This is an optimization exercise on Yosys and OpenROAD, whose aim is small area and a short achievable clock period, not a production implementation.
No functional check of the RTL was part of any run shown here.
Power figures rest on the tool's default switching activity, not on a simulated workload.

==> flow/design.v (outline; a module is shown in full before it is edited, if it fits) <==
// module FP16_mcl: 1185 lines
module FP16_mcl(
    input [15:0] data1,
    input [15:0] data2,
    input rst,
    input input_valid,
    input clk,
    output reg [15:0] datanew,
    output reg output_update
    );
  // ...
==> flow/flow/run.sh <==
#!/bin/bash
# The standard layout, with the port buffers made from the smallest buffer cell.
bash standard.sh 'BUFFER_PORTS_ARGS=-buffer_cell sky130_fd_sc_hd__buf_1' finish > standard.log 2>&1
==> flow/standard.sh <==
#!/bin/bash
# synth_recipe.tcl (not shown) runs the flow's synth.tcl, then flattens the netlist and writes it again
# the make line also repeats each setting of config.mk as NAME=value (left out here)
make -C /OpenROAD-flow-scripts/flow DESIGN_CONFIG=/design/flow/config.mk WORK_HOME=/design/flow/orfs CLKGATE_MAP_FILE= SYNTH_SCRIPT=/design/flow/synth_recipe.tcl "${@:-finish}"
==> flow/config.mk <==
export PLATFORM = sky130hd
export DESIGN_NAME = FP16_mcl
export DESIGN_NICKNAME = FP16_mcl
export VERILOG_FILES = /design/flow/design.v
export SDC_FILE = /design/flow/constraint.sdc
export NUM_CORES = 4
export LEC_CHECK = 0
export ABC_AREA = 1
export CAP_MARGIN = 20
export CORE_MARGIN = 2
export CORE_UTILIZATION = 60
export CTS_BUF_LIST = sky130_fd_sc_hd__clkbuf_4 sky130_fd_sc_hd__clkbuf_8
export SETUP_SLACK_MARGIN = 3.4
export SLEW_MARGIN = 20
==> flow/constraint.sdc <==
create_clock -name core_clock -period 5.5 [get_ports {clk}]
set_input_delay 1.1000 -clock core_clock [delete_from_list [all_inputs] [get_ports {clk}]]
set_output_delay 1.1000 -clock core_clock [all_outputs]
set_load 0.01 [all_outputs]
==> flow_summary.ini, run 1 <==
[run_status]
status = finished clean

[grt]
antenna_found_initial = 0
globalRouteMet3Util = 0.0542
top_usage_layer = met2

[placed_design]
placed_cells = 1099
post-dp-hpwl_um = 12500
place_ws_ns = 2.81

[synth]
synth_compound_area_frac = 0.0917
yosysMostFrequentCell = dfxtp_1
async_reset_ff_frac = 0.0230
synthAdderAreaFrac = 0.194
ys.flop_type = dfxtp_1
synthSimpleGateAreaFrac = 0.146
syn_area_per_cell_um2 = 9.18

[timing]
finalSetupTns_ns = 0
final-setup-viol-count = 0
min_period_ns = 2.04
holdWs_ns = 0.332
max_slew.worst_pin.slew_ns = 0.527

[power]
p_clk_mw = 0.850
top_power_group = combinational cells

[layout]
seq_cells = 174
reg_top3 = datanew: 16 flops, vld: 3 flops
layout.nets = 1092

[routing]
postRouteAntennaNets = 0
drt_iter0_markers = 418
viasPerCell = 5.20

[clock_tree]
clockBufferDepth = 2
clk_pin_slew_ns = 0.09

[worst_setup_path]
crit_buf_inv = 1
critPathSlowestCell = dfrtp_1
r2r-start = fs_1_15_16_r2
==> inputs of run 2 (changes only) <==
--- a/flow/design.v
+++ b/flow/design.v
@@ -48,17 +48,16 @@
     wire G6;
     wire G7;
     wire G8;
     wire G9;
     wire P1;
     wire P10;
     wire P11;
     wire P12;
-    wire P13;
     wire P14;
     wire P15;
     wire P16;
     wire P17;
     wire P18;
     wire P19;
     wire P2;
     wire P20;
@@ -516,32 +515,20 @@
     reg fc_1_17_18_r2;
     reg hc_1_18_3_r2;
     reg fs_1_20_19_r2;
     reg n_bm5_11_c21_r2;
     reg fc_1_20_19_r2;
     reg bp0_0_r2;
     reg neg0_r2;
     reg bp0_1_r2;
-    reg bp0_1_r3;
-    reg g0_r3;
-    reg p0_r3;
-    reg fs_2_3_20_r3;
     reg fs_1_2_0_r2;
-    reg fs_1_2_0_r3;
-    reg g5_r3;
-    reg p5_r3;
-    reg g4_r3;
-    reg p4_r3;
-    reg g7_r3;
-    reg p7_r3;
-    reg g6_r3;
-    reg p6_r3;
     reg g8_r3;
     reg p8_r3;
+    reg G12_r3;
     reg ug13_r3;
     reg up13_r3;
     reg ug12_r3;
     reg up12_r3;
     reg ug15_r3;
     reg up15_r3;
     reg ug14_r3;
     reg up14_r3;
@@ -833,41 +820,40 @@
     assign g18 = fs_3_18_43 & fc_3_17_42;
     assign p18 = fs_3_18_43 ^ fc_3_17_42;
     assign g19 = fs_3_19_44 & fc_3_18_43;
     assign p19 = fs_3_19_44 ^ fc_3_18_43;
     assign g20 = hs_3_20_9 & fc_3_19_44;
     assign p20 = hs_3_20_9 ^ fc_3_19_44;
     assign g21 = hs_3_21_10 & hc_3_20_9;
     assign p21 = hs_3_21_10 ^ hc_3_20_9;
-    assign G1 = bp0_1_r3 & g0_r3;
-    assign P1 = bp0_1_r3 & p0_r3;
-    assign P2 = fs_2_3_20_r3 & fs_1_2_0_r3;
-    assign G3 = g5_r3 | (p5_r3 & g4_r3);
-    assign P3 = p5_r3 & p4_r3;
-    assign G4 = g7_r3 | (p7_r3 & g6_r3);
-    assign P4 = p7_r3 & p6_r3;
-    assign G5 = fs_1_2_0_r3 & G1;
-    assign P5 = fs_1_2_0_r3 & P1;
+    assign G1 = bp0_1_r2 & g0;
+    assign P1 = bp0_1_r2 & p0;
+    assign P2 = fs_2_3_20 & fs_1_2_0_r2;
+    assign G3 = g5 | (p5 & g4);
+    assign P3 = p5 & p4;
+    assign G4 = g7 | (p7 & g6);
+    assign P4 = p7 & p6;
+    assign G5 = fs_1_2_0_r2 & G1;
+    assign P5 = fs_1_2_0_r2 & P1;
     assign G6 = P2 & G1;
     assign P6 = P2 & P1;
-    assign G7 = g6_r3 | (p6_r3 & G3);
-    assign P7 = p6_r3 & P3;
+    assign G7 = g6 | (p6 & G3);
+    assign P7 = p6 & P3;
     assign G8 = G4 | (P4 & G3);
     assign P8 = P4 & P3;
-    assign G9 = g4_r3 | (p4_r3 & G6);
-    assign P9 = p4_r3 & P6;
+    assign G9 = g4 | (p4 & G6);
+    assign P9 = p4 & P6;
     assign G10 = G3 | (P3 & G6);
     assign P10 = P3 & P6;
     assign G11 = G7 | (P7 & G6);
     assign P11 = P7 & P6;
     assign G12 = G8 | (P8 & G6);
     assign P12 = P8 & P6;
-    assign G13 = g8_r3 | (p8_r3 & G12);
-    assign P13 = p8_r3 & P12;
+    assign G13 = g8_r3 | (p8_r3 & G12_r3);
     assign hrs11 = fs_3_11_36 ^ fc_3_10_35;
     assign hrc12 = fs_3_11_36 & fc_3_10_35;
     assign hrs12 = fs_3_12_37 ^ fc_3_11_36;
     assign hrc13 = fs_3_12_37 & fc_3_11_36;
     assign hrs13 = fs_3_13_38 ^ fc_3_12_37;
     assign hrc14 = fs_3_13_38 & fc_3_12_37;
     assign hrs14 = fs_3_14_39 ^ fc_3_13_38;
     assign hrc15 = fs_3_14_39 & fc_3_13_38;
@@ -1116,32 +1102,20 @@
         fc_1_17_18_r2 <= fc_1_17_18;
         hc_1_18_3_r2 <= hc_1_18_3;
         fs_1_20_19_r2 <= fs_1_20_19;
         n_bm5_11_c21_r2 <= n_bm5_11_c21;
         fc_1_20_19_r2 <= fc_1_20_19;
         bp0_0_r2 <= bp0_0;
         neg0_r2 <= neg0;
         bp0_1_r2 <= bp0_1;
-        bp0_1_r3 <= bp0_1_r2;
-        g0_r3 <= g0;
-        p0_r3 <= p0;
-        fs_2_3_20_r3 <= fs_2_3_20;
         fs_1_2_0_r2 <= fs_1_2_0;
-        fs_1_2_0_r3 <= fs_1_2_0_r2;
-        g5_r3 <= g5;
-        p5_r3 <= p5;
-        g4_r3 <= g4;
-        p4_r3 <= p4;
-        g7_r3 <= g7;
-        p7_r3 <= p7;
-        g6_r3 <= g6;
-        p6_r3 <= p6;
         g8_r3 <= g8;
         p8_r3 <= p8;
+        G12_r3 <= G12;
         ug13_r3 <= ug13;
         up13_r3 <= up13;
         ug12_r3 <= ug12;
         up12_r3 <= up12;
         ug15_r3 <= ug15;
         up15_r3 <= up15;
         ug14_r3 <= ug14;
         up14_r3 <= up14;
==> run 2 against run 1 <==
Still clean. Hold slack got worse by 0.0021 ns. Worst setup slack improved by 0.0028 ns. Area after synthesis decreased by 2.0%. First-iteration DRC count increased by 5.0%. Sequential cell count decreased by 11. Clock power increased by 2.7%. Largest cell class unchanged. Largest power group unchanged.
==> flow_summary.ini, run 2 <==
[timing]
finalSetupTns_ns = 0
drv_slew = 0
clock_skew_ns = 0.0107
hold_viol = 0
final-setup-viol-count = 0
worst_slack_ns = 3.47
min_period_ns = 2.03
grt_setup_unrepaired = no
fmax_mhz = 492
max_slew.worst_pin.slew_ns = 0.514
holdWs_ns = 0.330
slew_headroom = 0.657
timing.final.crit_share = 0.370

[die]
io_pins = 52
rows = 42
core-area_um2 = 13100
design.die.area_um2 = 14300
die_width_um = 120
die-height_um = 120
start_util = 0.610

[grt]
grt_pass1_vias = 5700
grt_start_max_net_pins = 23
overflow = 0
antenna_found_initial = 0
grt_first_pass_wirelength_um = 26400
grt_usage = 0.233

[placed_design]
gp_congestion = 0.881
post-dp-hpwl_um = 11900
io_buffers = 51
place_ws_ns = 2.75
place_area_um2 = 8330

[synth]
ys_top_cells_by_count = 175 x nand2_1, 159 x dfxtp_1, 115 x inv_1, 59 x xor2_1, 55 x ha_1
ys_top_cells_by_area = dfxtp_1 40%, fa_1 11%, ha_1 8.6%
yosys.area.top_type = dfxtp_1
async_reset_ff_frac = 0.0245
ys_types = 42
syn_area_per_cell_um2 = 9.05
yosysTopAreaCellShare = 0.398
synth-seq-cells = 163
synth_area_um2 = 8010
syn_inst = 885
synth_nets = 1020
ys.flop_type = dfxtp_1
yosysMostFrequentCell = nand2_1
synth_edf_count = 0
yosysWarningCount = 1
seq_area_frac_synth = 0.410

[routing]
route.detailed.drc = 0
wl_per_cell_um = 14.0
drt_iter0_markers = 439
first_pass_iters = 6
postRouteAntennaNets = 0
postRouteWirelength_um = 15900
vias = 5933
viasPerCell = 5.23

[layout]
regMostFlops = datanew
largest_reg_flops = 16
reg_top3 = datanew: 16 flops, vld: 3 flops
area_delta_synth_final_pct = 11.3
diodes = 0
final_common_cell = nand2_1
fill_cells = 1099
multi_input_area_um2 = 4230
regArea_um2 = 3300
finalInstanceArea_um2 = 8910
final_cell_mix = 172 x nand2_1, 152 x dfxtp_1, 114 x inv_1
layout.nets = 1080
drive_gt1_frac = 0.104

[clock_tree]
cts_tree = yes
clk_pin_slew_ns = 0.08
cts_max_level = 4
cts.sink_count = 163
worstSkewPairLatency_ns = 0.45
clockBufferDepth = 2
cts_buffers = 17
ctsHoldBuffers = 0
root_buffer = clkbuf_8

[power]
pwr-share-clk = 0.195
p_sw_frac = 0.397
comb_power_share = 0.421
leakagePower_nw = 4.31
seqPwrFrac = 0.384
p_sw_mw = 1.78
p_per_area_nw_per_um2 = 503
internal_power_mw = 2.71
peakVddDrop_uv = 238

[worst_setup_path]
critPathKind = reg -> out
critPathSlowestCell = dfrtp_1
cp_data_arrival_time_ns = 0.93
cp_cell_sequence = buf_1
startpoint_type = register
max_stage_delay_ns = 0.37
crit_family = flip-flops
endpoint_kind = primary output
cp.required_ns = 4.40
path_max_fanout = 1
crit_buf_inv = 1

[worst_hold_path]
hold_path_class = reg -> reg

[run]
maxCapViolCount = 0

[run_status]
status = finished clean
## run 2: cell types whose count changed after synthesis, sizes merged, moves of 2 or more
| cell | before | now |
|---|---|---|
| nand2 | 165 | 190 |
| nor2 | 56 | 44 |
| dfxtp | 170 | 159 |
| o21ai | 54 | 47 |
| a21oi | 22 | 16 |
| nand3 | 45 | 40 |
| inv | 115 | 117 |
| o2111ai | 0 | 2 |
| o21a | 1 | 3 |
| o31ai | 2 | 4 |
## run 2: cell families after synthesis
kind of cell | Yosys count | share of synthesized area
compound gates | 123 | 0.0913
xor+xnor | 67 | 0.0733
fa+ha+maj | 100 | 0.198
buf+inv | 145 | 0.0705
flops | 163 | 0.410
simple gates | 287 | 0.157
## run 2: worst paths after layout
check	cells after the start	startpoint	endpoint	slack [ns]
max	1	output_update	output_update	3.47
min	0	es0_r2	es0_r3	0.33
max reg2reg	4	fs_1_12_10_r2	up12_r3	3.47
min reg2reg	0	es0_r2	es0_r3	0.33
max in group asynchronous	2	rst	output_update	4.88
min in group asynchronous	2	rst	vld[0]	0.48
## run 2: area by class of cell
type	count	area share
Multi-Input combinational cell	577	0.475
Sequential cell	163	0.370
Inverter	123	0.0535
Timing Repair Buffer	62	0.0307
Clock buffer	19	0.0286
Tap cell	176	0.0247
Clock inverter	13	0.0168
Timing Repair inverter	1	0.000421
## run 2: repair_timing
| item | CTS | global route |
|---|---|---|
| endpoints found under the hold margin | 0 | 0 |
| gates resized for setup | 14 | 24 |
| pin swaps | 0 | 8 |
| buffers inserted | 2 | 7 |
| cloned | 0 | 1 |
| setup endpoints to repair | 47 | 36 |
## run 2: power by group through the flow
stage	registers [mW]	logic (mW)	clock network, mW
2_1_floorplan	1.73	1.42	0
3_3_place_gp	1.74	1.78	0
3_5_place_dp	1.74	1.85	0
4_1_cts	1.71	1.88	0.897
5_1_grt	1.76	2.22	0.939
6_report	1.72	1.89	0.873
## run 2: per-stage QoR
stage                     std cells  utilization  power, mW
final                          1134        0.678       4.48
after detailed placement       1092        0.634       3.60
after global placement         1092        0.634       3.52
after global routing           1134        0.678       4.92
after floorplan                 885            -       3.15
after CTS                      1126        0.669       4.49
## run 2: routing by layer
layer / vias up / track usage / part of all wire
met5: - / 0 / 0
met4: 0 / 0.114 / 0.031
met3: 38 / 0.0433 / 0.050
met2: 203 / 0.383 / 0.48
met1: 2750 / 0.297 / 0.44
li1: 2942 / - / -

==> static timing again, ports no longer ideal <==
The flow's constraints put no driver on any port. The routed layouts listed below were extracted and timed again, unchanged, in two steps.
Step 1 assumes that a clkbuf_16 drives the clock port and a buf_2 every other input.
Step 2 adds t to the input delays and takes it off the output delays; t is the mean of the earliest and latest rising clock arrival at the registers after step 1. Input paths then give back, and output paths get back, about the clock's delay inside the block.
Three values: no drivers, after step 1, after step 2; two values: the first two.
run	shift t [ns]	setup slack, ns	hold slack, ns	slew at the worst register clock pin (ns)
run 1	0.485	3.463 / 3.424 / 3.467	0.332 / 0.332 / 0.332	0.09 / 0.09
run 2	0.480	3.466 / 3.429 / 3.466	0.330 / 0.330 / 0.330	0.09 / 0.09
After both steps every run listed still meets setup and hold.
